This design comes from an exercise in tuning for small area and a short achievable clock period on the open sky130 flow, not from production work. In this exercise RTL edits were held to simulation tests only and were not proved equivalent to the original. Power figures rest on the tool's default switching activity, not on a simulated workload.

$ cat flow/config.mk
export PLATFORM = sky130hd
export DESIGN_NAME = adc_to_vga
export DESIGN_NICKNAME = adc_to_vga
export VERILOG_FILES = /design/flow/design.v
export SDC_FILE = /design/flow/constraint.sdc
export NUM_CORES = 4
export LEC_CHECK = 0
export ABC_AREA = 1
export CAP_MARGIN = 20
export CORE_MARGIN = 2
export CORE_UTILIZATION = 65
export CTS_BUF_LIST = sky130_fd_sc_hd__clkbuf_8
export CTS_CLUSTER_DIAMETER = 50
export CTS_CLUSTER_SIZE = 20
export SLEW_MARGIN = 20
$ cat flow/constraint.sdc
create_clock -name core_clock -period 110.0 [get_ports {clock}]
set_input_delay 22.0000 -clock core_clock [delete_from_list [all_inputs] [get_ports {clock}]]
set_output_delay 22.0000 -clock core_clock [all_outputs]
set_load 0.01 [all_outputs]
$ cat flow/design.v
module ADC(clock, reset, ADC_CS_N, ADC_DIN, ADC_SCLK, ADC_DOUT, serial_parallel_data, pre_last);
	input clock, reset;
	output reg ADC_CS_N;
	output reg ADC_DIN;
	output reg ADC_SCLK;
	input ADC_DOUT;
	output reg [11:0] serial_parallel_data;
	output pre_last;
	reg [2:0] pre;
	reg [5:0] j;
	reg [11:0] buffer;
	reg [11:0] data;
	wire tick = pre[2] & pre[0];
	assign pre_last = pre[2] & ~pre[0];
	function [5:0] jstep(input [5:0] x, input ci);
		integer i;
		reg c;
		begin
			c = ci;
			for (i = 0; i < 6; i = i + 1) begin
				jstep[i] = x[i] ^ c;
				c = c & x[i];
			end
			jstep[0] = jstep[0] | c;
		end
	endfunction
	wire [5:0] j_next = jstep(j, tick);
	wire [3:0] cnt_next = j_next[5:2];
	wire quiet_next = (cnt_next == 4'd0);
	always @(posedge clock)
		if (reset) pre <= 3'd0;
		else if (pre_last) pre <= 3'd5;
		else if (tick) pre <= 3'd1;
		else pre <= pre + 3'd1;
	always @(posedge clock)
		if (reset) begin
			j <= 6'd1;
			ADC_CS_N <= 1'b1;
			ADC_SCLK <= 1'b1;
			ADC_DIN <= 1'b0;
			buffer <= 12'd0;
			data <= 12'd0;
			serial_parallel_data <= 12'd0;
		end else begin
			j <= j_next;
			if (tick) begin
			ADC_CS_N <= quiet_next;
			ADC_SCLK <= quiet_next | ~(j_next[1] ^ j_next[0]);
			ADC_DIN <= (cnt_next == 4'd1) | (cnt_next == 4'd7) | (cnt_next == 4'd8) | (cnt_next == 4'd12);
			if (j == 6'd1) begin
				data <= buffer;
				serial_parallel_data <= data;
			end
			if (j[1:0] == 2'b11 && j[5:2] != 4'd0)
				buffer <= {buffer[10:0], ADC_DOUT};
			end
		end
endmodule
module magnitude(voltage, clk, reset, pre_last, sel, cv_x, cv_t, cv_u, amp_t, amp_u, dc_offset);
input reset;
input [11:0] voltage;
input clk;
input pre_last;
input sel;
output [11:0] cv_x;
input [2:0] cv_t;
input [3:0] cv_u;
output reg [2:0] amp_t;
output reg [3:0] amp_u;
output reg [11:0] dc_offset;
reg [11:0] max;
reg [11:0] min;
reg [19:0] T;
function lt12(input [11:0] a, input [11:0] b);
	integer i;
	reg l;
	begin
		l = 1'b0;
		for (i = 0; i < 12; i = i + 1)
			l = (~a[i] & b[i]) | (~(a[i] ^ b[i]) & l);
		lt12 = l;
	end
endfunction
function [12:0] add12(input [11:0] a, input [11:0] b, input ci);
	integer i;
	reg c;
	begin
		c = ci;
		for (i = 0; i < 12; i = i + 1) begin
			add12[i] = a[i] ^ b[i] ^ c;
			c = (a[i] & b[i]) | (c & (a[i] ^ b[i]));
		end
		add12[12] = c;
	end
endfunction
localparam [19:0] T0 = 20'd1;
localparam [19:0] TPRE = 20'hA278F;
reg wend;
wire [12:0] sum = add12(max, min, 1'b0);
wire [12:0] dif = add12(max, ~min, 1'b1);
assign cv_x = sel ? sum[12:1] : dif[11:0];
always @(posedge clk)
if (reset) begin
	amp_t <= 3'd0;
	amp_u <= 4'd0;
	max <= 12'd0;
	min <= 12'hFFF;
	dc_offset <= 12'd0;
	T <= T0;
	wend <= 1'b0;
end else begin
	wend <= (T == TPRE);
	dc_offset <= sum[12:1];
	if (wend & ~sel) begin
		amp_t <= 3'd0;
		amp_u <= 4'd0;
	end else begin
		amp_t <= cv_t;
		amp_u <= cv_u;
	end
	if (wend) begin
		max <= 12'd0;
		min <= 12'hFFF;
		T <= T0;
	end else begin
		if (lt12(max, voltage)) max <= voltage;
		if (lt12(voltage, min)) min <= voltage;
		T <= {T[18:0], T[19] ^ T[16]};
	end
end
endmodule
module conv50(x, t, u);
input [11:0] x;
output [2:0] t;
output [3:0] u;
function [14:0] add15(input [14:0] a, input [14:0] b);
	integer i;
	reg c;
	begin
		c = 1'b0;
		for (i = 0; i < 15; i = i + 1) begin
			add15[i] = a[i] ^ b[i] ^ c;
			c = (a[i] & b[i]) | (c & (a[i] ^ b[i]));
		end
	end
endfunction
wire [14:0] p = add15({1'b0, x, 2'b0}, {3'b0, x});
wire [14:0] q = add15({1'b0, p[11:0], 2'b0}, {3'b0, p[11:0]});
assign t = p[14:12];
assign u = q[14:11];
endmodule
module frequency(clk, reset, data, mean, f_th, f_h, f_t, f_u);
	input clk;
	input reset;
	input [11:0] mean;
	input [11:0] data;
	output [2:0] f_th;
	output [3:0] f_h, f_t, f_u;
	reg [1:0] mode;
	reg [16:0] e;
	reg [4:0] aux;
	reg [16:0] R;
	reg [4:0] s;
	reg [14:0] Q;
	reg [14:0] fout;
	assign f_th = fout[14:12];
	assign f_h = fout[11:8];
	assign f_t = fout[7:4];
	assign f_u = fout[3:0];
	function lt12(input [11:0] a, input [11:0] b);
		integer i;
		reg l;
		begin
			l = 1'b0;
			for (i = 0; i < 12; i = i + 1)
				l = (~a[i] & b[i]) | (~(a[i] ^ b[i]) & l);
			lt12 = l;
		end
	endfunction
	function [17:0] inc17(input [16:0] x, input ci);
		integer i;
		reg c;
		begin
			c = ci;
			for (i = 0; i < 17; i = i + 1) begin
				inc17[i] = x[i] ^ c;
				c = c & x[i];
			end
			inc17[17] = c;
		end
	endfunction
	function [18:0] sub18(input [17:0] a, input [17:0] b);
		integer i;
		reg c;
		begin
			c = 1'b0;
			for (i = 0; i < 18; i = i + 1) begin
				sub18[i] = a[i] ^ ~b[i] ^ c;
				c = (a[i] & ~b[i]) | (c & (a[i] ^ ~b[i]));
			end
			sub18[18] = c;
		end
	endfunction
	wire lt = lt12(data, mean);
	wire eq = (data == mean);
	wire gt = ~lt & ~eq;
	wire xing = gt & ~mode[0];
	wire inc = (lt & ~mode[1]) | (gt & mode[0]);
	wire sat = e[16] & e[15] & ~e[14] & e[13];
	wire busy = ~(s[4] & s[0]);    
	wire last = s[4] & ~s[0];
	wire [17:0] e1x = inc17(e, ~busy & inc & ~sat);
	wire [16:0] e1 = e1x[16:0];
	wire [17:0] a1x = inc17({12'd0, aux}, inc);
	wire [4:0] aux1 = a1x[4:0];
	reg nb;
	always @(*) begin
		case (s)
			5'd0, 5'd1, 5'd6, 5'd7, 5'd9, 5'd11: nb = 1'b1;
			default: nb = 1'b0;
		endcase
	end
	wire [17:0] rs = {R, nb};
	wire [18:0] dfx = sub18(rs, {1'b0, e});
	wire [17:0] df = dfx[17:0];
	wire ge = dfx[18];
	function [3:0] adj(input [3:0] d);
		case (d)
			4'd5: adj = 4'd8;
			4'd6: adj = 4'd9;
			4'd7: adj = 4'd10;
			4'd8: adj = 4'd11;
			4'd9: adj = 4'd12;
			default: adj = d;
		endcase
	endfunction
	wire [3:0] au = adj(Q[3:0]);
	wire [3:0] at = adj(Q[7:4]);
	wire [3:0] ah = adj(Q[11:8]);
	wire [14:0] Qn = {Q[13:12], ah[3], ah[2:0], at[3], at[2:0], au[3], au[2:0], ge};
	wire qstep = (s >= 5'd5);
	always @(posedge clk) begin
		if (xing) begin
			R <= 17'd0;
			aux <= 5'd0;
		end else begin
			R <= ge ? df[16:0] : rs[16:0];
			aux <= aux1;
		end
	end
	always @(posedge clk) begin
		if (reset) begin
			mode <= 2'b00;
			e <= 17'h1FFFF;
			s <= 5'd17;
			Q <= 15'd0;
			fout <= 15'd0;
		end else begin
			if (xing) begin
				fout <= Q;
				Q <= 15'd0;
				s <= 5'd0;
				mode <= 2'b11;
			end else begin
				if (gt & mode == 2'b11) mode <= 2'b01;
				if (lt & mode == 2'b01) mode <= 2'b00;
				if (busy) begin
					if (qstep) Q <= Qn;
					s <= s + 5'd1;   
					if (last) e <= {12'd0, aux1};
				end
				if (~last) e <= e1;
			end
		end
	end
endmodule
module hvsync_generator(
    input clk,
    input reset,
    output en,
    output reg vga_h_sync,
    output reg vga_v_sync,
    output reg vga_blank,
    output reg [9:0] CounterX,
    output reg [8:0] CounterY
  );
    reg b;
    assign en = b;
    function [9:0] inc10(input [9:0] x, input ci);
      integer i;
      reg c;
      begin
        c = ci;
        for (i = 0; i < 10; i = i + 1) begin
          inc10[i] = x[i] ^ c;
          c = c & x[i];
        end
      end
    endfunction
    wire wrap = b & (CounterX == 10'd800);
    wire [9:0] xn = inc10(CounterX, b);
    wire [9:0] yn = inc10({1'b0, CounterY}, wrap);
    wire hs_n = ~((CounterX > 10'd656) && (CounterX < 10'd752));
    wire vs_n = ~(CounterY == 9'd491);
    always @(posedge clk)
    if (reset) begin
      b <= 1'b1;
      CounterX <= 10'd0;
      CounterY <= 9'd0;
    end else begin
      b <= ~b;
      CounterX <= wrap ? 10'd0 : xn;
      CounterY <= yn[8:0];
    end
    always @(posedge clk)
    if (reset) begin
      vga_h_sync <= 1'b1;
      vga_v_sync <= 1'b1;
      vga_blank <= 1'b1;
    end else if (b) begin
      vga_h_sync <= hs_n;
      vga_v_sync <= vs_n;
      vga_blank <= hs_n & vs_n;
    end
endmodule
module vga(vpp_t, vpp_u, sel, f_th, f_h, f_t, f_u, clk, reset, vga_h_sync, vga_v_sync, vga_R, vga_G, vga_B, vga_clk, vga_blank, vga_sync);
input clk;
input reset;
input [2:0] vpp_t;
input [3:0] vpp_u;
output sel;
input [2:0] f_th;
input [3:0] f_h, f_t, f_u;
output vga_h_sync, vga_v_sync, vga_clk, vga_blank, vga_sync;
output [7:0] vga_R, vga_G, vga_B;
wire [9:0] X;
wire [8:0] Y;
reg clk_25;
reg r_q, g_q;
wire pix_en;
wire blank;
always @(posedge clk)
	if (reset) clk_25 <= 1'b0;
	else clk_25 <= ~clk_25;
hvsync_generator sync_gen(.clk(clk), .reset(reset), .en(pix_en), .vga_h_sync(vga_h_sync), .vga_v_sync(vga_v_sync),
                            .vga_blank(blank), .CounterX(X), .CounterY(Y));
assign sel = (X >= 10'd240) && (X < 10'd320);
wire y40 = (Y == 9'd41) || (Y == 9'd80) || (Y == 9'd120) || (Y == 9'd160) || (Y == 9'd200) || (Y == 9'd240) ||
           (Y == 9'd280) || (Y == 9'd320) || (Y == 9'd360) || (Y == 9'd400) || (Y == 9'd439);
wire x40 = (X == 10'd42) || (X == 10'd81) || (X == 10'd121) || (X == 10'd161) || (X == 10'd201) || (X == 10'd241) ||
           (X == 10'd281) || (X == 10'd321) || (X == 10'd361) || (X == 10'd401) || (X == 10'd441) || (X == 10'd481) ||
           (X == 10'd521) || (X == 10'd561) || (X == 10'd601);
wire yellow = ((X == 10'd42) && (((Y >= 9'd41) && (Y <= 9'd430)) || (Y == 9'd439))) ||
              ((Y == 9'd439) && (X >= 10'd52) && (X <= 10'd601));
wire gonly = ((X >= 10'd43) && (X <= 10'd51) && y40) ||
             ((Y >= 9'd431) && (Y <= 9'd438) && x40);
reg box;
wire colL = (X == 10'd79) || (X == 10'd98) || (X == 10'd158) || (X == 10'd177) || (X == 10'd247) || (X == 10'd268) ||
            (X == 10'd399) || (X == 10'd413) || (X == 10'd428) || (X == 10'd444) || (X == 10'd458);
wire colRb = (X == 10'd108) || (X == 10'd168) || (X == 10'd187) || (X == 10'd257) || (X == 10'd278) ||
            (X == 10'd410) || (X == 10'd425) || (X == 10'd440) || (X == 10'd456) || (X == 10'd470);
wire colR = colRb || (X == 10'd90);
wire isL = colL, isR = colR;
wire inH = box & ~colRb;
always @(posedge clk)
	if (reset) box <= 1'b0;
	else if (pix_en) box <= colL | (box & ~colR);
reg [3:0] dg;
reg qf, qm;
always @(*) begin
	dg = 4'd0; qf = 1'b0; qm = 1'b0;
	if (X < 10'd96) dg = {1'b0, vpp_t};
	else if (X < 10'd128) dg = vpp_u;
	else if (X < 10'd240) dg = 4'd0;
	else if (X < 10'd264) dg = {1'b0, vpp_t};
	else if (X < 10'd320) begin dg = vpp_u; qf = 1'b1; end
	else if (X < 10'd412) dg = 4'd0;
	else if (X < 10'd427) begin dg = {1'b0, f_th}; qm = 1'b1; end
	else if (X < 10'd442) dg = f_h;
	else if (X < 10'd457) dg = f_t;
	else dg = f_u;
end
reg [6:0] sg;
always @(*) begin
	case (dg)
		4'd0: sg = 7'b1111110;
		4'd1: sg = 7'b0110000;
		4'd2: sg = 7'b1101101;
		4'd3: sg = qf ? 7'b1110011 : 7'b1111001;
		4'd4: sg = qm ? 7'b0110101 : 7'b0110011;
		4'd5: sg = 7'b1011011;
		4'd6: sg = 7'b1011111;
		4'd7: sg = 7'b1110000;
		4'd8: sg = 7'b1111111;
		default: sg = 7'b1111011;
	endcase
end
wire yup = (Y >= 9'd450) && (Y <= 9'd459);
wire ylo = (Y >= 9'd460) && (Y <= 9'd470);
wire dp = ((Y == 9'd469) || (Y == 9'd470)) &&
          (((X == 10'd94) || (X == 10'd95)) || ((X == 10'd171) || (X == 10'd172)) || ((X == 10'd261) || (X == 10'd262)));
wire seg = (inH && (Y == 9'd450) && sg[6]) || (isR && yup && sg[5]) || (isR && ylo && sg[4]) ||
           (inH && (Y == 9'd470) && sg[3]) || (isL && ylo && sg[2]) || (isL && yup && sg[1]) ||
           (inH && (Y == 9'd460) && sg[0]) || dp;
always @(posedge clk)
	if (reset) begin
		r_q <= 1'b0;
		g_q <= 1'b0;
	end else if (pix_en) begin
		r_q <= seg | yellow;
		g_q <= yellow | gonly;
	end
assign vga_R = {8{r_q}};
assign vga_G = {8{g_q}};
assign vga_B = 8'h00;
assign vga_blank = blank;
assign vga_sync = blank;
assign vga_clk = clk_25;
endmodule
module adc_to_vga(clock, reset, ADC_CS_N, ADC_DIN, ADC_SCLK, ADC_DOUT, vga_R, vga_G,
vga_B, vga_clk, vga_blank, vga_sync, vga_h_sync, vga_v_sync);
	output [7:0] vga_R, vga_G, vga_B;
	output wire vga_clk, vga_blank, vga_sync, vga_h_sync, vga_v_sync;
	input clock, reset;
	output wire ADC_CS_N;
	output wire ADC_DIN;
	output wire ADC_SCLK;
	input ADC_DOUT;
	wire [11:0] serial_parallel_data;
	wire pre_last;
	wire [2:0] amp_t;
	wire [3:0] amp_u;
	wire [11:0] signal_offset;
	wire sel;
	wire [11:0] cv_x;
	wire [2:0] cv_t;
	wire [3:0] cv_u;
	wire [2:0] f_th;
	wire [3:0] f_h, f_t, f_u;
ADC system_1(.clock(clock), .reset(reset), .ADC_CS_N(ADC_CS_N), .ADC_DIN(ADC_DIN), .ADC_SCLK(ADC_SCLK), .ADC_DOUT(ADC_DOUT),
	.serial_parallel_data(serial_parallel_data), .pre_last(pre_last));
magnitude system_2(.voltage(serial_parallel_data), .clk(clock), .reset(reset), .pre_last(pre_last), .sel(sel), .cv_x(cv_x), .cv_t(cv_t), .cv_u(cv_u),
	.amp_t(amp_t), .amp_u(amp_u), .dc_offset(signal_offset));
conv50 cv(.x(cv_x), .t(cv_t), .u(cv_u));
frequency system_3(.clk(clock), .reset(reset), .data(serial_parallel_data), .mean(signal_offset),
	.f_th(f_th), .f_h(f_h), .f_t(f_t), .f_u(f_u));
vga system_4(.vpp_t(amp_t), .vpp_u(amp_u), .sel(sel), .f_th(f_th), .f_h(f_h), .f_t(f_t), .f_u(f_u),
	.clk(clock), .reset(reset), .vga_h_sync(vga_h_sync), .vga_v_sync(vga_v_sync),
	.vga_R(vga_R), .vga_G(vga_G), .vga_B(vga_B), .vga_clk(vga_clk), .vga_blank(vga_blank), .vga_sync(vga_sync));
endmodule
$ cat flow/flow/run.sh
#!/bin/bash
# Standard layout; the only change is the cell used for the port buffers
# (a plain buf_2 instead of the one the resizer picks), so that the output
# and input paths are not slowed by a delay cell.
set -o pipefail
export BUFFER_PORTS_ARGS="-buffer_cell sky130_fd_sc_hd__buf_2"
bash standard.sh > standard.log 2>&1
$ cat flow/standard.sh
#!/bin/bash
# synth_recipe.tcl (not shown) runs the flow's synth.tcl, then flattens the netlist and writes it again
# the make line also repeats each setting of config.mk as NAME=value (left out here)
make -C /OpenROAD-flow-scripts/flow DESIGN_CONFIG=/design/flow/config.mk WORK_HOME=/design/flow/orfs CLKGATE_MAP_FILE= SYNTH_SCRIPT=/design/flow/synth_recipe.tcl "${@:-finish}"
==> results by group, run 1 <==
Global route
  • Total grt overflow: 0
  • Initial antenna violation count: 0
  • Largest net degree at the start of global routing: 74
  • First-pass GRT wire length: 44440 um
  • Vias in the first global route: 9668
  • Total global-route track usage: 26.25%

Routing
  • Via Count: 10230
  • Antenna-violating nets left: 0
  • DR pass1 iterations: 5
  • DRC viols: 0
  • Initial DRC count: 708
  • Avg WL per Cell: 13.34 um
  • DR vias/cell: 5.322
  • Total Wirelength: 25630 um

Place
  • Port Buffers: 26
  • Routability Congestion: 0.9476
  • Post-detail-place hpwl: 19120 um

STA
  • Slew @ Worst Pin: 0.8046 ns
  • Fin Setup TNS: 0 ns
  • RSZ-0062 raised after global routing: false
  • Endpoints failing setup: 0
  • Slew Limit Headroom: 46.03%
  • Max Slew Vio Count: 0
  • Fmax: 42.93 MHz
  • Tmin final: 23.30 ns
  • Crit share post-route: 21.18%
  • Count of final hold-check violations: 0
  • Worst clock skew: 0.03745 ns

Pwr
  • Psw: 137.2 uW
  • Flop pwr share: 31.9%
  • Pwr dens: 24.12 nW/um^2
  • Max rail drop VDD: 13.63 uV
  • Switching share of power: 43.19%
  • Final Total Pwr: 317.6 uW
  • P_int: 180.5 uW
  • Static Leakage: 0.006197 uW
  • Clk network pwr share: 19.6%
  • Comb pwr share: 48.5%

CTS
  • Root buf cell: clkbuf_8
  • Worst-Skew Late Latency: 0.58 ns
  • Post-CTS sizing: 0
  • CTS tree: built
  • CTS Buf Count: 24
  • Post-CTS Repair Setup Buffers: 0
  • Htree depth: 1
  • Total clock sinks: 215
  • Clock Tree Buf Depth: 3
  • # hold bufs at CTS: 0
  • Clock transition at path regs: 0.10 ns

Synth
  • Synth top area share: 34.49%
  • Number of synthesized register bits: 215
  • Largest cells by area after synthesis: dfxtp_1 (34%), ha_1 (10%), inv_1 (8.5%), nand2_1 (8.5%), fa_1 (7.5%)
  • Post-synth cell types: 50
  • Synth Warn #: 6
  • Cell with the most instances after synthesis: inv_1
  • Sequential-to-total area share from yosys stat: 34.49%
  • Mapped Cells: 1686
  • Share of flip-flops with an asynchronous set or reset: 0%
  • Synth top cells by count: inv_1 (283), nand2_1 (281), dfxtp_1 (215)
  • Mapped Avg Cell Area: 7.403 um^2
  • Dominant cell type by area after synthesis: dfxtp_1
  • Synth Cell Area: 12480 um^2
  • Synth Flop Type: dfxtp_1
  • Number of synthesized flops with an enable pin: 0

Final layout
  • ANT cells: 0
  • Share of layout cells above drive strength 1: 7.701%
  • Final design utilization: 70.18%
  • Final #Nets: 1820
  • Area growth, synth to finish: 5.534%

Floorplanning
  • Initial Util: 66.50%
  • Die area: 20330 um^2
  • Die extent in y: 142.6 um
  • Die Wd: 142.6 um
  • CORE AREA: 18770 um^2
  • # rows: 50
  • I/O Pins: 35

Setup path
  • WP data arrival: 23.76 ns
  • Startpoint class of the critical path: primary input
  • Slowest cell on the critical path: a21oi_1
  • Crit Path Max Fanout: 56
  • CP Cell Sequence: buf_2 -> buf_4 -> inv_2 -> buf_4 -> a21oi_1 -> nor2_1
  • CP required: 110.46 ns
  • Worst path max stage delay: 0.50 ns
  • Crit Path Class: primary input to register
  • Critical path endpoint category: register
  • Cell mode on critical path: buf_4

Outcome
  • Status: finished clean

Flow run
  • Max Cap Viol: 0

Worst hold path
  • Tightest Hold Check Type: register to register
-- metal layers --
layer | wire (um) | GRT usage [%] | part of all wire (%)
met2 | 12230 | 44.91 | 48
met1 | 11640 | 34.98 | 45
met4 | 768 | 7.660 | 3.0
met3 | 995 | 3.297 | 3.9
met5 | 0 | 0 | 0
-- state kept, by name, summed over array words and instances, names as in the netlist, 2 cells and up --
| register | flops |
|---|---|
| system_1.serial_parallel_data | 12 |
| system_4.sync_gen.CounterY | 9 |
| system_1.buffer | 12 |
| system_1.data | 12 |
| system_2.max | 12 |
| system_3.R | 17 |
| system_2.amp_t | 3 |
| system_2.dc_offset | 12 |
| system_3.e | 17 |
| system_3.fout | 15 |
| system_2.amp_u | 4 |
| system_1.j | 6 |
| system_1.pre | 3 |
| system_2.min | 12 |
| system_3.Q | 15 |
| system_3.mode | 2 |
| system_3.aux | 5 |
| system_3.s | 5 |
| system_4.sync_gen.CounterX | 10 |
| system_2.T | 20 |
-- stage by stage --
step | std cells | worst slack [ns] | instance area, um^2 | hold WS, ns
after floorplan | 1693 | 86.98 | 12510 | 0.4080
after global placement | 1878 | 86.15 | 12580 | 0.3903
after detailed placement | 1878 | 86.11 | 12580 | 0.3941
after CTS | 1922 | 86.72 | 13170 | 0.4085
after global routing | 1922 | 86.54 | 13170 | 0.4192
final | 1922 | 86.71 | 13170 | 0.4039
-- cell type report --
type                       instances  area, um^2
clock buffer                      27       371.6
clock inverter                    17       212.7
fill                            1576        5597
inverter                         297        1115
multi-input combinational       1101        6708
sequential                       215        4304
tap                              234       292.8
timing repair buffer              31       167.7
-- cell usage in the layout (no fill, tap or decap), types with 5 or more instances in the layout --
cell,instances
inv_1,283
nand2_1,281
dfxtp_1,215
nor2_1,203
o21ai_0,122
ha_1,100
a21oi_1,90
nand3_1,86
fa_1,47
nand4_1,32
clkbuf_8,27
buf_2,26
o211ai_1,15
nor3_1,14
or2_2,12
inv_2,11
nor4_1,9
nand2_2,9
conb_1,8
o31ai_1,6
o21bai_1,5
xor2_1,5
nor2_2,5
nand2_4,5
buf_4,5
-- logic make-up after synthesis --
family	synth area share, %
flops	34.49
simple gates	23.05
fa+ha+maj	17.56
other cells	0.03005
compound gates	12.12
xor+xnor	0.5614
buf+inv	12.10
mux	0.09022
-- final timing paths --
kind	slack, ns	depth (start not counted)	to	startpoint
hold / removal	0.40	1	system_4.clk_25	system_4.clk_25
hold reg to reg	0.40	1	system_4.clk_25	system_4.clk_25
setup reg to reg	101.92	26	system_3.R[0]	system_3.s[0]
setup / recovery	86.71	6	system_2.amp_t[2]	reset
-- power by group through the flow --
stage	sequential [uW]	combinational (uW)	clock, uW
3_5_place_dp	103	155	0
4_1_cts	101	156	63.7
2_1_floorplan	101	123	0
3_3_place_gp	103	148	0
6_report	101	154	62.3
5_1_grt	103	181	67.3
-- worst max-delay path, delay by kind of cell --
kind / cells / cell delay (ns)
buffers and inverters: 4 / 1.13
AO/OA/AOI/OAI: 1 / 0.50
AND/OR/NAND/NOR: 1 / 0.08
==> inputs of run 2 (changes only) <==
--- a/flow/config.mk
+++ b/flow/config.mk
@@ -8,8 +8,6 @@
 export ABC_AREA = 1
-export CAP_MARGIN = 20
+export CAP_MARGIN = 50
 export CORE_MARGIN = 2
-export CORE_UTILIZATION = 65
+export CORE_UTILIZATION = 40
 export CTS_BUF_LIST = sky130_fd_sc_hd__clkbuf_8
-export CTS_CLUSTER_DIAMETER = 50
-export CTS_CLUSTER_SIZE = 20
-export SLEW_MARGIN = 20
+export SLEW_MARGIN = 70
==> run 2 against run 1 <==
Non-clock buffer count rose by 5. Combinational power rose by 3%. Cell area is 4.7% higher.
==> results by group, run 2 <==
CTS
  • # hold bufs at CTS: 0
  • Post-CTS Repair Setup Buffers: 0
  • Worst-Skew Late Latency: 0.55 ns
  • Total clock sinks: 215
  • Post-CTS sizing: 0
  • CTS tree: built
  • Root buf cell: clkbuf_8
  • Clock Tree Buf Depth: 3
  • Htree depth: 2
  • Clock transition at path regs: 0.06 ns
  • CTS Buf Count: 40

Global route
  • Largest net degree at the start of global routing: 79
  • Vias in the first global route: 9788
  • Met2 Use GR: 27.91%
  • Initial antenna violation count: 0
  • Met1 usage: 21.77%
  • Met3 global-route usage: 2.668%
  • GRT Max-Usage Layer: met2
  • Total grt overflow: 0
  • Total global-route track usage: 16.59%
  • First-pass GRT wire length: 46200 um

Routing
  • Total Wirelength: 26740 um
  • Initial DRC count: 532
  • DRC viols: 0
  • Antenna-violating nets left: 0
  • Avg WL per Cell: 12.63 um
  • Via Count: 10260
  • DR pass1 iterations: 5
  • DR vias/cell: 4.849

Floorplanning
  • Die Wd: 180.6 um
  • Die area: 32630 um^2
  • Die extent in y: 180.6 um
  • Initial Util: 40.69%
  • I/O Pins: 35
  • # rows: 64
  • CORE AREA: 30670 um^2

Final layout
  • Largest registers: system_2.T (20), system_3.R (17), system_3.e (17)
  • Commonest non-fill, non-tap cells in the layout: inv_1 (284), nand2_1 (275), dfxtp_1 (213), nor2_1 (201), o21ai_0 (116)
  • Biggest register: system_2.T
  • ANT cells: 0
  • Share of layout cells above drive strength 1: 10.06%
  • Final Non-Filler Cells: 2116
  • Max FFs per register: 20
  • Area growth, synth to finish: 10.45%
  • Final #Nets: 1841
  • Commonest non-fill, non-tap cell in the layout: inv_1

Synth
  • Share of flip-flops with an asynchronous set or reset: 0%
  • Largest cells by area after synthesis: dfxtp_1 (34%), ha_1 (10%), inv_1 (8.5%), nand2_1 (8.5%), fa_1 (7.5%)
  • Largest family of logic cells by synthesized area: simple AND/OR/NAND/NOR gates
  • Synth Area in Compound Gates: 12.12%
  • Xor-xnor portion of the synthesized cell area: 0.5614%
  • Synth Warn #: 6
  • Post-Synth Adder-Cell Area: 17.56%
  • Dominant cell type by area after synthesis: dfxtp_1
  • Synth Flop Type: dfxtp_1
  • Mapped Avg Cell Area: 7.403 um^2
  • Mapped Cells: 1686
  • Number of synthesized flops with an enable pin: 0
  • Number of synthesized register bits: 215
  • Synth top area share: 34.49%
  • Post-Synth Simple-Gate Area: 23.05%
  • Post-synth cell types: 50
  • Cell with the most instances after synthesis: inv_1
  • Post-synthesis mux area share: 0.09023%
  • Synth Cell Area: 12480 um^2
  • Synth top cells by count: inv_1 (283), nand2_1 (281), dfxtp_1 (215)
  • Sequential-to-total area share from yosys stat: 34.49%

STA
  • Fmax: 43.17 MHz
  • Tmin final: 23.16 ns
  • Worst clock skew: 0.03191 ns
  • Fin Setup TNS: 0 ns
  • RSZ-0062 raised after global routing: false
  • Crit share post-route: 21.06%
  • Endpoints failing setup: 0
  • Count of final hold-check violations: 0
  • Max Slew Vio Count: 0
  • Hold Slack: 0.4052 ns

Setup path
  • FF-to-FF path depth: 27
  • Crit path buffers/inverters: 1
  • Critical path endpoint category: output port
  • Startpoint class of the critical path: register
  • Crit Path Class: register to output port
  • WP data arrival: 1.16 ns
  • Crit path max-delay family: flip-flops
  • Worst path max stage delay: 0.44 ns
  • Crit Path Max Fanout: 9
  • Slowest cell on the critical path: dfxtp_1
  • Crit path depth: 1
  • CP required: 88.00 ns
  • CP Cell Sequence: buf_2

Outcome
  • Status: finished clean

Pwr
  • Pwr dens: 24.71 nW/um^2
  • Max rail drop VDD: 17.11 uV
  • Static Leakage: 0.006418 uW

Place
  • Routability Congestion: 0.8802
  • Post-detail-place hpwl: 19340 um
  • Port Buffers: 26
  • Post-Place Cells: 2043

Worst hold path
  • Hold Crit Depth: 1
  • Tightest Hold Check Type: register to register

Flow run
  • Max Cap Viol: 0
## run 2: logic make-up after synthesis
group	Yosys count
AOI/OAI and AO/OA	271
adders and majority gates	147
xor gates and xnor gates	8
muxes	1
buffers and inverters	377
and+or+nand+nor	666
DFF	215
other	1
## run 2: layout make-up
cell class                      instances  area (um^2)
Inverter                              297         1120
Timing Repair Buffer                   36        245.2
Clock inverter                         16        111.4
Fill cell                            3067        16880
Sequential cell                       215         4307
Tap cell                              396        495.5
Multi-Input combinational cell       1101         6749
Clock buffer                           55        757.0
## run 2: path summary, 6_finish.rpt
kind | slack (ns) | from | end
worst max-delay path | 86.84 | system_4.g_q | vga_G[1]
worst max register to register | 101.90 | system_3.s[0] | system_3.R[0]
worst min register to register | 0.41 | system_4.clk_25 | system_4.clk_25
worst min-delay path | 0.41 | system_4.clk_25 | system_4.clk_25
## run 2: where the power goes
group / internal, uW / switching [uW] / total, uW
Clock: 47.0 / 34.4 / 81.4
Sequential: 92.4 / 8.96 / 101
Combinational: 63.3 / 94.4 / 158
## run 2: metal layers
metal	vias up	share of wire, %	wire [um]
met3	37	3.7	976
met1	4699	47	12670
li1	5352	-	-
met2	172	47	12570
met5	-	0	0
met4	0	1.9	519
## run 2: through the flow
stage | area [um^2] | worst slack [ns] | power, uW | util [%]
after floorplan | 12510 | 86.98 | 223.5 | -
after global placement | 12800 | 86.16 | 252.3 | 41.73
after detailed placement | 12850 | 86.70 | 259.7 | 41.91
after CTS | 13720 | 86.80 | 344.0 | 44.74
after global routing | 13780 | 86.77 | 380.5 | 44.95
final | 13780 | 86.84 | 340.6 | 44.95
==> inputs of run 3 (changes only) <==
--- a/flow/design.v
+++ b/flow/design.v
@@ -95,4 +95,4 @@
 endfunction
-localparam [19:0] T0 = 20'd1;
-localparam [19:0] TPRE = 20'hA278F;
+localparam [19:0] T0 = ~20'd1;
+localparam [19:0] TPRE = ~20'hA278F;
 reg wend;
@@ -127,3 +127,3 @@
 		if (lt12(voltage, min)) min <= voltage;
-		T <= {T[18:0], T[19] ^ T[16]};
+		T <= {T[18:0], ~(T[19] ^ T[16])};
 	end
@@ -161,3 +161,4 @@
 	reg [4:0] aux;
-	reg [16:0] R;
+	reg [16:0] Rn;    
+	wire [16:0] R = ~Rn;
 	reg [4:0] s;
@@ -243,6 +244,6 @@
 		if (xing) begin
-			R <= 17'd0;
+			Rn <= 17'h1FFFF;
 			aux <= 5'd0;
 		end else begin
-			R <= ge ? df[16:0] : rs[16:0];
+			Rn <= ~(ge ? df[16:0] : rs[16:0]);
 			aux <= aux1;
--- a/flow/config.mk
+++ b/flow/config.mk
@@ -10,4 +10,6 @@
 export CORE_MARGIN = 2
-export CORE_UTILIZATION = 40
+export CORE_UTILIZATION = 65
 export CTS_BUF_LIST = sky130_fd_sc_hd__clkbuf_8
+export CTS_CLUSTER_DIAMETER = 50
+export CTS_CLUSTER_SIZE = 20
 export SLEW_MARGIN = 70
==> run 3 against run 2 <==
Via count decreased by 1.5%. Global-route usage increased by 9.5 points. Critical path type unchanged. Die area decreased by 39%. Cell count decreased by 11%. Largest cell class unchanged. Utilization increased by 25 points. Still clean.
==> results by group, run 3 <==
Final layout
  • Commonest non-fill, non-tap cells in the layout: nand2_1 (298), inv_1 (241), dfxtp_1 (213), nor2_1 (169), nand3_1 (118)
  • Max FFs per register: 20
  • Largest registers: system_2.T (20), system_3.Rn (17), system_3.e (17)
  • Commonest non-fill, non-tap cell in the layout: nand2_1
  • Biggest register: system_2.T
  • Area growth, synth to finish: 6.863%
  • ANT cells: 0
  • Share of layout cells above drive strength 1: 8.677%
  • FILL cells: 1601
  • Final #Nets: 1779

Global route
  • First-pass GRT wire length: 43950 um
  • Total grt overflow: 0
  • Vias in the first global route: 9661
  • Initial antenna violation count: 0
  • Largest net degree at the start of global routing: 71
  • Total global-route track usage: 26.04%

Routing
  • Antenna-violating nets left: 0
  • Initial DRC count: 745
  • DR WL met3: 1277 um
  • Avg WL per Cell: 13.33 um
  • Met2 routed wirelength: 11030 um
  • Total Wirelength: 25090 um
  • Via Count: 10100
  • Max Used Layer: met4
  • DRC viols: 0
  • DR pass1 iterations: 5
  • DR vias/cell: 5.369
  • Wl on met1: 12260 um

Synth
  • Number of synthesized register bits: 215
  • Dominant cell type by area after synthesis: dfxtp_1
  • Cell with the most instances after synthesis: nand2_1
  • Mapped Cells: 1638
  • Share of flip-flops with an asynchronous set or reset: 0%
  • Synth Warn #: 6
  • Number of synthesized flops with an enable pin: 0
  • Sequential-to-total area share from yosys stat: 35.08%
  • Post-synth cell types: 50
  • Mapped Avg Cell Area: 7.491 um^2
  • Synth top area share: 35.08%
  • Synth Cell Area: 12270 um^2
  • Synth top cells by count: nand2_1 (305), inv_1 (244), dfxtp_1 (215)
  • Largest cells by area after synthesis: dfxtp_1 (35%), ha_1 (10%), nand2_1 (9.3%), fa_1 (7.7%), inv_1 (7.5%)
  • Synth Flop Type: dfxtp_1

Floorplanning
  • CORE AREA: 18640 um^2
  • Initial Util: 65.82%
  • Die area: 19990 um^2
  • # rows: 50
  • Die Wd: 141.4 um
  • I/O Pins: 35
  • Die extent in y: 141.4 um

STA
  • Crit share post-route: 21.13%
  • RSZ-0062 raised after global routing: false
  • Fmax: 43.03 MHz
  • Tmin final: 23.24 ns
  • Final setup margin: 86.76 ns
  • Worst clock skew: 0.04416 ns
  • Max Slew Vio Count: 0
  • Fin Setup TNS: 0 ns
  • Endpoints failing setup: 0
  • Count of final hold-check violations: 0

Place
  • Routability Congestion: 0.8884
  • Port Buffers: 26
  • Post-detail-place hpwl: 18330 um
  • Pre-CTS WS: 86.45 ns

Setup path
  • CP Cell Sequence: buf_2
  • Crit Path Class: register to output port
  • Crit path max-delay family: flip-flops
  • Critical path endpoint category: output port
  • Crit Path Max Fanout: 9
  • Crit path buffers/inverters: 1
  • Slowest cell on the critical path: dfxtp_1
  • Startpoint class of the critical path: register
  • CP required: 88.00 ns
  • R2R Setup Slk: 100.79 ns
  • WP data arrival: 1.24 ns
  • Worst path max stage delay: 0.49 ns

CTS
  • Root buf cell: clkbuf_8
  • Post-CTS Repair Setup Buffers: 0
  • Clock Tree Buf Depth: 3
  • Total clock sinks: 215
  • Clock transition at path regs: 0.11 ns
  • CTS Buf Count: 25
  • Worst-Skew Late Latency: 0.59 ns
  • Htree depth: 1
  • # hold bufs at CTS: 0
  • CTS tree: built
  • Post-CTS sizing: 0

Pwr
  • Pwr dens: 23.76 nW/um^2
  • Static Leakage: 0.005950 uW
  • Max rail drop VDD: 19.69 uV

Outcome
  • Status: finished clean

Flow run
  • Max Cap Viol: 0

Worst hold path
  • Tightest Hold Check Type: register to register
run 3: changes by cell type after synthesis, moves of 4 or more:
cell,delta
nor2_1,-35
o211ai_1,-9
o21ai_0,-30
nor4_1,-5
a21oi_1,+16
a211oi_1,+26
inv_1,-39
clkbuf_1,-6
nand2_1,+24
nand3_1,+31
nand2_4,-4
nand4_1,-13
o31ai_1,-6
run 3: final timing paths:
path	start	to	cells after the start
max reg2reg	system_3.s[0]	system_3.Rn[0]	24
max	system_4.r_q	vga_R[2]	1
min	system_2.T[8]	system_2.T[9]	2
min reg2reg	system_2.T[8]	system_2.T[9]	2
run 3: logic make-up after synthesis:
family                     synth area share, %
muxes                                  0.09176
DFF                                      35.08
adders and majority gates                17.86
and+or+nand+nor                          22.83
buffers and inverters                    11.06
AOI/OAI and AO/OA                        12.47
other                                  0.03056
xor gates and xnor gates                0.5710
run 3: layer usage:
| metal | up-vias | global-route usage [%] |
|---|---|---|
| met1 | 4561 | 36.99 |
| li1 | 5245 | - |
| met3 | 44 | 3.206 |
| met2 | 254 | 42.62 |
| met4 | 0 | 6.474 |
| met5 | - | 0 |
run 3: cell type report:
type                    instances  area (um^2)  share of cell area, %
clock buffers                  27        371.6                  2.834
clock inverters                19        247.7                  1.889
inverters                     255        957.2                  7.300
multi-input cells            1096         6708                  51.15
flip-flops and latches        215         4307                  32.84
well taps                     234        292.8                  2.233
repair buffers                 36        229.0                  1.746
run 3: where the power goes:
part | switching (uW) | internal [uW]
sequential | 8.85 | 91.2
combinational | 88.6 | 57.9
clock | 34.6 | 30.4
total | 132 | 179
run 3: stage by stage:
stage / cells / util [%] / hold slack, ns / cell area (um^2) / power [uW]
after floorplan: 1645 / - / 0.3935 / 12300 / 215.6
after global placement: 1831 / 66.33 / 0.3917 / 12370 / 241.9
after detailed placement: 1836 / 66.85 / 0.4034 / 12460 / 249.5
after CTS: 1882 / 70.17 / 0.4129 / 13080 / 315.0
after global routing: 1882 / 70.34 / 0.4410 / 13110 / 349.2
final: 1882 / 70.34 / 0.4140 / 13110 / 311.6
==> inputs of run 4 (changes only) <==
--- a/flow/config.mk
+++ b/flow/config.mk
@@ -12,4 +12,2 @@
 export CTS_BUF_LIST = sky130_fd_sc_hd__clkbuf_8
-export CTS_CLUSTER_DIAMETER = 50
-export CTS_CLUSTER_SIZE = 20
 export SLEW_MARGIN = 70
==> run 4 against run 3 <==
Still clean. Clock power grew 17%. First-iteration DRC count shrank 7.7%. Cell count grew 0.96%. Maximum frequency is essentially flat. Die area is the same. Cell area grew 1.2%. Clock skew shrank 0.030 ns. Register-to-register slack gained 0.02 ns. Utilization grew 0.87 points. Sequential cell count is the same.
==> results by group, run 4 <==
Place
  • Routability Congestion: 0.8884
  • Pre-CTS WS: 86.45 ns
  • Post-detail-place hpwl: 18330 um
  • Port Buffers: 26

Floorplanning
  • Initial Util: 65.82%
  • # rows: 50
  • Die Wd: 141.4 um
  • Die area: 19990 um^2
  • Die extent in y: 141.4 um
  • CORE AREA: 18640 um^2
  • I/O Pins: 35

Setup path
  • WP data arrival: 1.22 ns
  • FF-to-FF path depth: 24
  • Worst path max stage delay: 0.49 ns
  • CP required: 88.00 ns
  • Startpoint class of the critical path: register
  • CP Cell Sequence: buf_2
  • Crit Path Max Fanout: 9
  • Critical path endpoint category: output port
  • Crit path buffers/inverters: 1
  • Crit path max-delay family: flip-flops
  • Crit path depth: 1
  • Slowest cell on the critical path: dfxtp_1
  • Crit Path Class: register to output port

Global route
  • First-pass GRT wire length: 44340 um
  • Initial antenna violation count: 0
  • Total global-route track usage: 26.44%
  • Total grt overflow: 0
  • Largest net degree at the start of global routing: 71
  • Vias in the first global route: 9761

Outcome
  • Status: finished clean

Final layout
  • Commonest non-fill, non-tap cell in the layout: nand2_1
  • Share of layout cells above drive strength 1: 9.304%
  • Final design utilization: 71.21%
  • Commonest non-fill, non-tap cells in the layout: nand2_1 (298), inv_1 (247), dfxtp_1 (213), nor2_1 (169), nand3_1 (118)
  • Largest registers: system_2.T (20), system_3.Rn (17), system_3.e (17)
  • FILL cells: 1603
  • Area growth, synth to finish: 8.188%
  • Max FFs per register: 20
  • ANT cells: 0
  • Final #Nets: 1792
  • Biggest register: system_2.T

Synth
  • Share of flip-flops with an asynchronous set or reset: 0%
  • Post-Synth Adder-Cell Area: 17.86%
  • Sequential-to-total area share from yosys stat: 35.08%
  • Cell with the most instances after synthesis: nand2_1
  • Number of synthesized register bits: 215
  • Synth Flop Type: dfxtp_1
  • Post-Synth Simple-Gate Area: 22.83%
  • Largest family of logic cells by synthesized area: simple AND/OR/NAND/NOR gates
  • Number of synthesized flops with an enable pin: 0
  • Post-synthesis mux area share: 0.09177%
  • Post-synth cell types: 50
  • Synth Cell Area: 12270 um^2
  • Mapped Cells: 1638
  • Mapped Avg Cell Area: 7.491 um^2
  • Dominant cell type by area after synthesis: dfxtp_1
  • Synth top cells by count: nand2_1 (305), inv_1 (244), dfxtp_1 (215)
  • Synth top area share: 35.08%
  • Xor-xnor portion of the synthesized cell area: 0.5710%
  • Synth Warn #: 6
  • Largest cells by area after synthesis: dfxtp_1 (35%), ha_1 (10%), nand2_1 (9.3%), fa_1 (7.7%), inv_1 (7.5%)
  • Synth Area in Compound Gates: 12.47%

Routing
  • Via Count: 10160
  • DR vias/cell: 5.345
  • DRC viols: 0
  • DR pass1 iterations: 5
  • Total Wirelength: 25190 um
  • Initial DRC count: 688
  • Avg WL per Cell: 13.26 um
  • Antenna-violating nets left: 0

CTS
  • Post-CTS sizing: 0
  • Clock Tree Buf Depth: 3
  • Worst-Skew Late Latency: 0.53 ns
  • Clock transition at path regs: 0.06 ns
  • Root buf cell: clkbuf_8
  • CTS Buf Count: 38
  • # hold bufs at CTS: 0
  • Total clock sinks: 215
  • CTS tree: built
  • Post-CTS Repair Setup Buffers: 0
  • Htree depth: 2

Worst hold path
  • Tightest Hold Check Type: register to register
  • Hold Crit Depth: 1

STA
  • Fin Setup TNS: 0 ns
  • RSZ-0062 raised after global routing: false
  • Tmin final: 23.22 ns
  • Crit share post-route: 21.11%
  • Final setup margin: 86.78 ns
  • Hold Slack: 0.4178 ns
  • Worst clock skew: 0.01447 ns
  • Max Slew Vio Count: 0
  • Fmax: 43.06 MHz
  • Endpoints failing setup: 0
  • Count of final hold-check violations: 0

Pwr
  • P_int: 192.8 uW
  • Comb pwr share: 45.4%
  • Max rail drop VDD: 19.52 uV
  • Flop pwr share: 31.0%
  • Pwr dens: 24.34 nW/um^2
  • Final Total Pwr: 323.1 uW
  • Clk network pwr share: 23.6%
  • Static Leakage: 0.006076 uW
  • Psw: 130.3 uW
  • Switching share of power: 40.33%

Flow run
  • Max Cap Viol: 0
[run 4: cell counts after synthesis]
No cell type changed its count.
[run 4: per-layer routing]
layer / wire [um] / track usage [%]
met5: 0 / 0
met4: 447 / 7.737
met3: 1366 / 4.185
met2: 11030 / 42.80
met1: 12340 / 36.87
[run 4: final cells by class]
cell class              count  area (um^2)  area share (%)
well taps                 234        292.8           2.205
clock inverters            17        135.1           1.018
flip-flops and latches    215         4307           32.44
repair buffers             36        229.0           1.725
clock buffers              47        646.9           4.873
multi-input cells        1096         6708           50.53
inverters                 255        957.2           7.210
[run 4: path summary, 6_finish.rpt]
kind / from / to / slack (ns)
max: system_4.g_q / vga_G[6] / 86.78
min: system_4.clk_25 / system_4.clk_25 / 0.42
max reg2reg: system_3.s[0] / system_3.Rn[0] / 100.81
min reg2reg: system_4.clk_25 / system_4.clk_25 / 0.42
[run 4: power groups by stage]
stage	sequential [uW]	combinational [uW]	clock (uW)
2_1_floorplan	99.2	116	0
3_3_place_gp	101	141	0
3_5_place_dp	102	148	0
4_1_cts	100	149	78.1
5_1_grt	102	178	81.1
6_report	100	147	76.1
[run 4: stage by stage]
stage / instances / area, um^2
6_report: 1900 / 13280
5_1_grt: 1900 / 13280
4_1_cts: 1900 / 13250
3_5_place_dp: 1836 / 12460
3_3_place_gp: 1831 / 12370
2_1_floorplan: 1645 / 12300
[run 4: cells by family (layout without fill, tap and decap cells)]
| logic type | after synthesis | in the layout |
|---|---|---|
| compound gates | 270 | 270 |
| buf+inv | 334 | 355 |
| other cells | 1 | 8 |
| xor+xnor | 8 | 8 |
| simple gates | 662 | 662 |
| fa+ha+maj | 147 | 147 |
| mux | 1 | 1 |
| flops | 215 | 215 |
==> inputs of run 5 (changes only) <==
--- a/flow/config.mk
+++ b/flow/config.mk
@@ -12,2 +12,4 @@
 export CTS_BUF_LIST = sky130_fd_sc_hd__clkbuf_8
+export CTS_CLUSTER_DIAMETER = 40
+export CTS_CLUSTER_SIZE = 15
 export SLEW_MARGIN = 70
==> run 5 against run 4 <==
Still clean on timing, DRC and antenna. Routed wire length down 0.12%. First-iteration DRC count down 0.73%. Sequential power about the same. Synthesized cell count unchanged. Cell area down 0.50%. Synthesized area unchanged. Via count down 0.68%. Maximum frequency down 0.25%. Count of clock-buffer cells in the layout down 12. Highest routed layer unchanged.
==> results by group, run 5 <==
Outcome
  • Status: finished clean

STA
  • Fin Setup TNS: 0 ns
  • Count of final hold-check violations: 0
  • Crit share post-route: 21.16%
  • Worst clock skew: 0.03481 ns
  • Tmin final: 23.28 ns
  • RSZ-0062 raised after global routing: false
  • Max Slew Vio Count: 0
  • Endpoints failing setup: 0
  • Final setup margin: 86.72 ns
  • Fmax: 42.96 MHz

CTS
  • CTS tree: built
  • Total clock sinks: 215
  • CTS Buf Count: 30
  • Root buf cell: clkbuf_8
  • Post-CTS sizing: 0
  • Worst-Skew Late Latency: 0.60 ns
  • Clock Tree Buf Depth: 3
  • Post-CTS Repair Setup Buffers: 0
  • Htree depth: 1
  • Clock transition at path regs: 0.08 ns
  • # hold bufs at CTS: 0

Setup path
  • R2R Setup Slk: 100.83 ns
  • FF-to-FF path depth: 24
  • Slowest cell on the critical path: dfxtp_1
  • Worst path max stage delay: 0.49 ns
  • Crit path max-delay family: flip-flops
  • WP data arrival: 1.28 ns
  • Critical path endpoint category: output port
  • CP required: 88.00 ns
  • R2r startpoint: system_3.s[0]
  • Crit Path Max Fanout: 9
  • Crit path buffers/inverters: 1
  • CP Cell Sequence: buf_2
  • Critical Path End: vga_R[2]
  • FF-to-FF End: system_3.Rn[0]
  • Crit path depth: 1
  • Crit Path Class: register to output port
  • Worst Setup SP: system_4.r_q
  • Startpoint class of the critical path: register

Routing
  • Avg WL per Cell: 13.30 um
  • DR vias/cell: 5.331
  • DRC viols: 0
  • Initial DRC count: 683
  • Antenna-violating nets left: 0
  • Total Wirelength: 25160 um
  • DR pass1 iterations: 5
  • Via Count: 10090

Final layout
  • Commonest non-fill, non-tap cell in the layout: nand2_1
  • Reg area: 4307 um^2
  • Area growth, synth to finish: 7.647%
  • FILL cells: 1584
  • Largest registers: system_2.T (20), system_3.Rn (17), system_3.e (17)
  • Max FFs per register: 20
  • Commonest non-fill, non-tap cells in the layout: nand2_1 (298), inv_1 (241), dfxtp_1 (213), nor2_1 (169), nand3_1 (118)
  • Biggest register: system_2.T
  • Share of layout cells above drive strength 1: 9.228%
  • ANT cells: 0
  • Multi-input logic area: 6708 um^2
  • Final #Nets: 1784

Synth
  • Mapped Cells: 1638
  • Number of synthesized flops with an enable pin: 0
  • Share of flip-flops with an asynchronous set or reset: 0%
  • Synth Flop Type: dfxtp_1
  • Post-synth cell types: 50
  • Number of synthesized register bits: 215
  • Sequential-to-total area share from yosys stat: 35.08%
  • Synth top area share: 35.08%
  • Mapped Avg Cell Area: 7.491 um^2
  • Synth top cells by count: nand2_1 (305), inv_1 (244), dfxtp_1 (215)
  • Synth Warn #: 6
  • Largest cells by area after synthesis: dfxtp_1 (35%), ha_1 (10%), nand2_1 (9.3%), fa_1 (7.7%), inv_1 (7.5%)
  • Cell with the most instances after synthesis: nand2_1
  • Synth Cell Area: 12270 um^2
  • Dominant cell type by area after synthesis: dfxtp_1

Place
  • Routability Congestion: 0.8884
  • Port Buffers: 26
  • Pre-CTS WS: 86.45 ns
  • Post-detail-place hpwl: 18330 um

Global route
  • Total grt overflow: 0
  • First-pass GRT wire length: 43960 um
  • Total global-route track usage: 26.05%
  • Largest net degree at the start of global routing: 71
  • Initial antenna violation count: 0
  • Vias in the first global route: 9635

Floorplanning
  • Initial Util: 65.82%
  • CORE AREA: 18640 um^2
  • Die area: 19990 um^2
  • # rows: 50
  • Die Wd: 141.4 um
  • I/O Pins: 35
  • Die extent in y: 141.4 um

Pwr
  • Pwr dens: 24.10 nW/um^2
  • Max rail drop VDD: 20.34 uV
  • Static Leakage: 0.005990 uW

Worst hold path
  • Tightest Hold Check Type: register to register

Flow run
  • Max Cap Viol: 0
## run 5: cell counts after synthesis
No cell type changed its count.
## run 5: cell type report
type / count / area share [%]
Clock buffer: 35 / 3.647
Clock inverter: 21 / 1.771
Inverter: 255 / 7.246
Multi-Input combinational cell: 1096 / 50.78
Sequential cell: 215 / 32.60
Tap cell: 234 / 2.217
Timing Repair Buffer: 36 / 1.733
## run 5: worst min-delay path by stage
| stage | start | to | slack (ns) | cells after the start |
|---|---|---|---|---|
| floorplan | system_2.T[1] | system_2.T[2] | 0.39 | 2 |
| global placement | system_4.clk_25 | system_4.clk_25 | 0.39 | 1 |
| detailed placement | system_4.clk_25 | system_4.clk_25 | 0.40 | 1 |
| CTS | system_4.clk_25 | system_4.clk_25 | 0.42 | 1 |
| global route | system_4.clk_25 | system_4.clk_25 | 0.44 | 1 |
| finish | system_4.clk_25 | system_4.clk_25 | 0.42 | 1 |
## run 5: through the flow
step	power [uW]	instances	utilization (%)	hold slack [ns]	instance area [um^2]
2_1_floorplan	215.6	1645	-	0.3935	12300
3_3_place_gp	241.9	1831	66.33	0.3917	12370
3_5_place_dp	249.5	1836	66.85	0.4034	12460
4_1_cts	321.8	1892	70.69	0.4195	13180
5_1_grt	355.7	1892	70.85	0.4357	13210
6_report	318.3	1892	70.85	0.4192	13210
## run 5: report_power, final
group          total, uW  switching [uW]  internal [uW]
combinational        147            88.7           58.2
clock               71.2            33.6           37.6
sequential           100            8.94           91.2
## run 5: routing by layer
layer / vias up / track usage [%] / wire length (um)
met5: - / 0 / 0
li1: 5248 / - / -
met2: 248 / 42.49 / 11000
met1: 4552 / 37.02 / 12450
met4: 0 / 6.474 / 453
met3: 38 / 3.375 / 1263
## run 5: logic make-up (layout without fill, tap and decap cells)
family	after synthesis	in the layout	synth area share (%)
fa+ha+maj	147	147	17.86
simple gates	662	662	22.83
other cells	1	8	0.03056
buf+inv	334	347	11.06
xor+xnor	8	8	0.5710
compound gates	270	270	12.47
flops	215	215	35.08
mux	1	1	0.09176
==> inputs of run 6 (changes only) <==
--- a/flow/config.mk
+++ b/flow/config.mk
@@ -10,6 +10,6 @@
 export CORE_MARGIN = 2
-export CORE_UTILIZATION = 65
+export CORE_UTILIZATION = 75
 export CTS_BUF_LIST = sky130_fd_sc_hd__clkbuf_8
-export CTS_CLUSTER_DIAMETER = 40
-export CTS_CLUSTER_SIZE = 15
+export CTS_CLUSTER_DIAMETER = 50
+export CTS_CLUSTER_SIZE = 20
 export SLEW_MARGIN = 70
==> run 6 against run 5 <==
Still clean on timing, DRC and antenna. Cell count is 1.8% lower. Maximum frequency is 0.25% higher. First-iteration DRC count is 24% higher. Via count is 4.3% higher. Cell area is 1.9% lower. Utilization is 10 points higher. Total power is 2.5% lower. Setup slack better by 0.058 ns. Sequential share of layout area is 0.64 points higher. Hold slack hardly changed. Largest power group unchanged. Highest routed layer unchanged.
==> results by group, run 6 <==
Pwr
  • Clk network pwr share: 17.6%
  • Max rail drop VDD: 25.54 uV
  • Flop pwr share: 32.4%
  • Comb pwr share: 50.0%
  • Static Leakage: 0.005894 uW
  • Psw: 137.5 uW
  • Pwr dens: 23.94 nW/um^2
  • Switching share of power: 44.34%
  • P_int: 172.6 uW

CTS
  • CTS Buf Count: 22
  • Post-CTS Repair Setup Buffers: 0
  • # hold bufs at CTS: 0
  • Htree depth: 1
  • Worst-Skew Late Latency: 0.59 ns
  • Root buf cell: clkbuf_8
  • Clock Tree Buf Depth: 3
  • Post-CTS sizing: 0
  • CTS tree: built
  • Total clock sinks: 215
  • Clock transition at path regs: 0.10 ns

Final layout
  • Multi-input logic area: 6705 um^2
  • Biggest register: system_2.T
  • Max FFs per register: 20
  • ANT cells: 0
  • FILL cells: 1075
  • Area growth, synth to finish: 5.588%
  • Commonest non-fill, non-tap cells in the layout: nand2_1 (299), inv_1 (242), dfxtp_1 (213), nor2_1 (169), nand3_1 (118)
  • Largest registers: system_2.T (20), system_3.Rn (17), system_3.e (17)
  • Share of layout cells above drive strength 1: 8.343%
  • Commonest non-fill, non-tap cell in the layout: nand2_1
  • Final #Nets: 1776
  • Cell area after layout: 12960 um^2
  • Reg area: 4307 um^2

Setup path
  • CP Cell Sequence: buf_2
  • FF-to-FF End: system_3.Rn[0]
  • Crit path max-delay family: flip-flops
  • R2r startpoint: system_3.s[0]
  • Critical path endpoint category: output port
  • FF-to-FF path depth: 24
  • Crit Path Class: register to output port
  • Crit path depth: 1
  • CP required: 88.00 ns
  • R2R Setup Slk: 100.67 ns
  • Worst path max stage delay: 0.49 ns
  • WP data arrival: 1.22 ns
  • Crit path buffers/inverters: 1
  • Startpoint class of the critical path: register
  • Slowest cell on the critical path: dfxtp_1
  • Crit Path Max Fanout: 9

STA
  • Fmax: 43.07 MHz
  • Max Slew Vio Count: 0
  • Count of final hold-check violations: 0
  • Crit share post-route: 21.11%
  • Worst clock skew: 0.05710 ns
  • Endpoints failing setup: 0
  • RSZ-0062 raised after global routing: false
  • Tmin final: 23.22 ns
  • Fin Setup TNS: 0 ns
  • Hold Slack: 0.4196 ns

Floorplanning
  • Die Wd: 131.9 um
  • I/O Pins: 35
  • Die area: 17400 um^2
  • CORE AREA: 15940 um^2
  • Die extent in y: 131.9 um
  • # rows: 46
  • Initial Util: 76.97%

Worst hold path
  • Startpoint of the worst hold path: system_4.clk_25
  • Hold Crit Depth: 1
  • WHS Endpoint: system_4.clk_25
  • Tightest Hold Check Type: register to register

Synth
  • Mapped Avg Cell Area: 7.491 um^2
  • Synth top area share: 35.08%
  • Mapped Cells: 1638
  • Largest cells by area after synthesis: dfxtp_1 (35%), ha_1 (10%), nand2_1 (9.3%), fa_1 (7.7%), inv_1 (7.5%)
  • Dominant cell type by area after synthesis: dfxtp_1
  • Synth top cells by count: nand2_1 (305), inv_1 (244), dfxtp_1 (215)
  • Share of flip-flops with an asynchronous set or reset: 0%
  • Synth Warn #: 6
  • Cell with the most instances after synthesis: nand2_1
  • Sequential-to-total area share from yosys stat: 35.08%
  • Synth Flop Type: dfxtp_1
  • Post-synth cell types: 50
  • Synth Cell Area: 12270 um^2
  • Number of synthesized flops with an enable pin: 0
  • Number of synthesized register bits: 215

Routing
  • Total Wirelength: 27010 um
  • Initial DRC count: 848
  • DRC viols: 0
  • Antenna-violating nets left: 0
  • DR pass1 iterations: 6
  • Avg WL per Cell: 14.54 um
  • Via Count: 10520
  • DR vias/cell: 5.662

Place
  • Port Buffers: 26
  • Post-DP Area: 12420 um^2
  • Post-detail-place hpwl: 19650 um
  • Routability Congestion: 0.9643

Global route
  • Total grt overflow: 0
  • Largest net degree at the start of global routing: 71
  • Total global-route track usage: 31.05%
  • Vias in the first global route: 9836
  • First-pass GRT wire length: 45420 um
  • Initial antenna violation count: 0

Flow run
  • Max Cap Viol: 0

Outcome
  • Status: finished clean
-- run 6: cell counts after synthesis --
Identical to the previous run, type by type.
-- run 6: how the worst max path moves through the flow --
stage	from	end	slack (ns)
finish	system_4.g_q	vga_G[4]	86.78
global route	system_4.r_q	vga_R[7]	86.73
CTS	system_4.r_q	vga_R[0]	86.75
detailed placement	reset	system_3.Q[14]	86.61
global placement	reset	system_3.Q[14]	86.22
floorplan	reset	system_2.T[12]	87.12
-- run 6: kinds of logic after synthesis --
| group | Yosys count | share of synthesized area (%) |
|---|---|---|
| AOI/OAI and AO/OA | 270 | 12.47 |
| xor gates and xnor gates | 8 | 0.5710 |
| adders and majority gates | 147 | 17.86 |
| buffers and inverters | 334 | 11.06 |
| DFF | 215 | 35.08 |
| muxes | 1 | 0.09176 |
| other | 1 | 0.03056 |
| and+or+nand+nor | 662 | 22.83 |
-- run 6: layout make-up --
type | count | share of cell area, %
clock inverters | 18 | 1.458
well taps | 216 | 2.086
inverters | 255 | 7.397
clock buffers | 22 | 2.337
multi-input cells | 1096 | 51.75
flip-flops and latches | 215 | 33.24
repair buffers | 36 | 1.729
-- run 6: per-layer routing --
layer | track usage (%) | share of wire, % | routed length [um]
met4 | 8.454 | 2.8 | 744
met5 | 0 | 0 | 0
met3 | 4.383 | 6.2 | 1663
met1 | 40.71 | 43 | 11570
met2 | 53.99 | 48 | 13030
-- run 6: metrics by stage --
step                      util [%]  setup WS [ns]  power [uW]  cells
after floorplan                  -          87.12       215.6   1645
after global placement       77.42          86.22       239.2   1813
after detailed placement     77.90          86.61       253.3   1817
after CTS                    80.98          86.75       309.8   1857
after global routing         81.27          86.73       343.2   1858
final                        81.27          86.78       310.2   1858
-- run 6: power by group through the flow --
stage                     logic, uW  registers, uW  clock network, uW
after global routing            183            102               58.3
after global placement          138            101                  0
final                           155            100               54.7
after floorplan                 116           99.2                  0
after CTS                       154            100               55.7
after detailed placement        151            102                  0
==> inputs of run 7 (changes only) <==
--- a/flow/config.mk
+++ b/flow/config.mk
@@ -10,4 +10,4 @@
 export CORE_MARGIN = 2
-export CORE_UTILIZATION = 75
-export CTS_BUF_LIST = sky130_fd_sc_hd__clkbuf_8
+export CORE_UTILIZATION = 65
+export CTS_BUF_LIST = sky130_fd_sc_hd__clkbuf_4 sky130_fd_sc_hd__clkbuf_8
 export CTS_CLUSTER_DIAMETER = 50
==> run 7 against run 6 <==
Cell count is 1.3% higher. Combinational power is 5% lower. Synthesized cell count stayed put. Die area up 15%. Largest power group unchanged. Clock skew down 0.0096 ns. Sequential power about the same. Setup slack worse by 0.024 ns. Maximum frequency down 0.10%. Sequential cell count stayed put. Routed wire length is 7.2% lower.
==> results by group, run 7 <==
Pwr
  • Clk network pwr share: 21.0%
  • Switching share of power: 42.31%
  • Comb pwr share: 46.9%
  • Static Leakage: 0.005949 uW
  • Psw: 132.1 uW
  • P_int: 180.2 uW
  • Max rail drop VDD: 19.70 uV
  • Final Total Pwr: 312.3 uW
  • Flop pwr share: 32.0%
  • Pwr dens: 23.80 nW/um^2

Setup path
  • CP required: 88.00 ns
  • WP data arrival: 1.24 ns
  • CP Cell Sequence: buf_2
  • Startpoint class of the critical path: register
  • Crit Path Class: register to output port
  • Worst path max stage delay: 0.50 ns
  • Crit Path Max Fanout: 9
  • Critical path endpoint category: output port
  • Crit path buffers/inverters: 1
  • Slowest cell on the critical path: dfxtp_1
  • Crit path max-delay family: flip-flops

Final layout
  • Share of layout cells above drive strength 1: 8.799%
  • ANT cells: 0
  • FILL cells: 1600
  • Biggest register: system_2.T
  • Largest registers: system_2.T (20), system_3.Rn (17), system_3.e (17)
  • Area growth, synth to finish: 6.924%
  • Commonest non-fill, non-tap cell in the layout: nand2_1
  • Final #Nets: 1779
  • Commonest non-fill, non-tap cells in the layout: nand2_1 (298), inv_1 (239), dfxtp_1 (213), nor2_1 (169), nand3_1 (118)
  • Cell area after layout: 13120 um^2
  • Max FFs per register: 20

STA
  • Fmax: 43.02 MHz
  • RSZ-0062 raised after global routing: false
  • Count of final hold-check violations: 0
  • Fin Setup TNS: 0 ns
  • Endpoints failing setup: 0
  • Crit share post-route: 21.13%
  • Tmin final: 23.24 ns
  • Max Slew Vio Count: 0
  • Worst clock skew: 0.04752 ns

Routing
  • Total Wirelength: 25070 um
  • Wl on met1: 12370 um
  • Antenna-violating nets left: 0
  • Met2 routed wirelength: 11020 um
  • Avg WL per Cell: 13.32 um
  • Max Used Layer: met4
  • Initial DRC count: 707
  • DR WL met3: 1180 um
  • DR vias/cell: 5.354
  • DR pass1 iterations: 7
  • DRC viols: 0
  • Via Count: 10080

Synth
  • Largest cells by area after synthesis: dfxtp_1 (35%), ha_1 (10%), nand2_1 (9.3%), fa_1 (7.7%), inv_1 (7.5%)
  • Synth top cells by count: nand2_1 (305), inv_1 (244), dfxtp_1 (215)
  • Dominant cell type by area after synthesis: dfxtp_1
  • Synth Warn #: 6
  • Mapped Avg Cell Area: 7.491 um^2
  • Share of flip-flops with an asynchronous set or reset: 0%
  • Sequential-to-total area share from yosys stat: 35.08%
  • Synth top area share: 35.08%
  • Number of synthesized register bits: 215
  • Post-synth cell types: 50
  • Mapped Cells: 1638
  • Number of synthesized flops with an enable pin: 0
  • Synth Cell Area: 12270 um^2
  • Cell with the most instances after synthesis: nand2_1
  • Synth Flop Type: dfxtp_1

Floorplanning
  • I/O Pins: 35
  • # rows: 50
  • Die area: 19990 um^2
  • Die Wd: 141.4 um
  • Initial Util: 65.82%
  • Die extent in y: 141.4 um
  • CORE AREA: 18640 um^2

Global route
  • Vias in the first global route: 9664
  • Total grt overflow: 0
  • Total global-route track usage: 26.05%
  • Largest net degree at the start of global routing: 71
  • Initial antenna violation count: 0
  • First-pass GRT wire length: 43960 um

CTS
  • Htree depth: 1
  • Worst-Skew Late Latency: 0.59 ns
  • Post-CTS sizing: 0
  • # hold bufs at CTS: 0
  • Clock transition at path regs: 0.11 ns
  • CTS Buf Count: 25
  • Post-CTS Repair Setup Buffers: 0
  • Clock Tree Buf Depth: 3
  • Total clock sinks: 215
  • Root buf cell: clkbuf_8
  • CTS tree: built

Place
  • Post-DP Area: 12460 um^2
  • Post-detail-place hpwl: 18330 um
  • Port Buffers: 26
  • Routability Congestion: 0.8884

Flow run
  • Max Cap Viol: 0

Outcome
  • Status: finished clean

Worst hold path
  • Tightest Hold Check Type: register to register
-- run 7: power by group through the flow --
stage,logic [uW],clock network (uW),registers [uW]
after CTS,148,67.2,100
after global placement,141,0,101
final,147,65.7,100
after floorplan,116,0,99.2
after detailed placement,148,0,102
after global routing,178,70.1,102
-- run 7: logic make-up after synthesis --
family                     share of synthesized area (%)
and+or+nand+nor                                    22.83
buffers and inverters                              11.06
AOI/OAI and AO/OA                                  12.47
DFF                                                35.08
adders and majority gates                          17.86
xor gates and xnor gates                          0.5710
other                                            0.03056
muxes                                            0.09176
-- run 7: path summary, 6_finish.rpt --
kind / slack, ns / cells past startpoint / from / endpoint
min reg2reg: 0.41 / 2 / system_2.T[8] / system_2.T[9]
max: 86.76 / 1 / system_4.r_q / vga_R[2]
max reg2reg: 100.80 / 24 / system_3.s[0] / system_3.Rn[0]
min: 0.41 / 2 / system_2.T[8] / system_2.T[9]
-- run 7: metrics by stage --
step / util, % / hold slack [ns] / setup WS (ns) / std cells
5_1_grt: 70.38 / 0.4410 / 86.68 / 1882
3_5_place_dp: 66.85 / 0.4034 / 86.45 / 1836
3_3_place_gp: 66.33 / 0.3917 / 86.00 / 1831
4_1_cts: 70.21 / 0.4138 / 86.73 / 1882
6_report: 70.38 / 0.4127 / 86.76 / 1882
2_1_floorplan: - / 0.3935 / 87.12 / 1645
-- run 7: cell type report --
type | instances | area, um^2 | share of cell area [%]
sequential | 215 | 4307 | 32.82
timing repair buffer | 36 | 229.0 | 1.745
tap | 234 | 292.8 | 2.232
clock buffer | 29 | 386.6 | 2.947
multi-input combinational | 1096 | 6708 | 51.13
inverter | 255 | 957.2 | 7.295
clock inverter | 17 | 240.2 | 1.831
-- run 7: routing by layer --
metal / up-vias / global-route usage, %
met1: 4553 / 37.01
li1: 5243 / -
met5: - / 0
met4: 0 / 6.474
met2: 239 / 42.62
met3: 42 / 3.206

[afterwards: timing with drivers on the ports]
Ports are ideal in the flow. The routed layouts listed here were re-timed in OpenROAD. Step 1, drivers: a clkbuf_16 drives clock and a buf_2 each remaining input, both assumed. Step 2, shift: input delay + t, output delay - t, t = (earliest + latest rising clock arrival at the registers) / 2. This alone moves slack from input paths to output paths. Three values: ideal ports, drivers, drivers and shift; two values: the first two.
| run | t, ns | setup slack, ns | cell pins on the clock port's net |
|---|---|---|---|
| run 1 | 0.606 | 86.705 / 86.726 / 86.120 | 1 |
| run 2 | 0.575 | 86.837 / 86.797 / 86.859 | 1 |
| run 3 | 0.609 | 86.758 / 86.715 / 86.445 | 1 |
| run 4 | 0.570 | 86.779 / 86.735 / 86.441 | 1 |
| run 5 | 0.618 | 86.721 / 86.680 / 86.460 | 1 |
| run 6 | 0.599 | 86.779 / 86.738 / 86.582 | 1 |
| run 7 | 0.609 | 86.755 / 86.713 / 86.456 | 1 |
After both steps setup and hold are still met in every run listed. The setup slack of run 1, which loses most, moves by +0.021 ns with the drivers and by -0.585 ns with both steps.
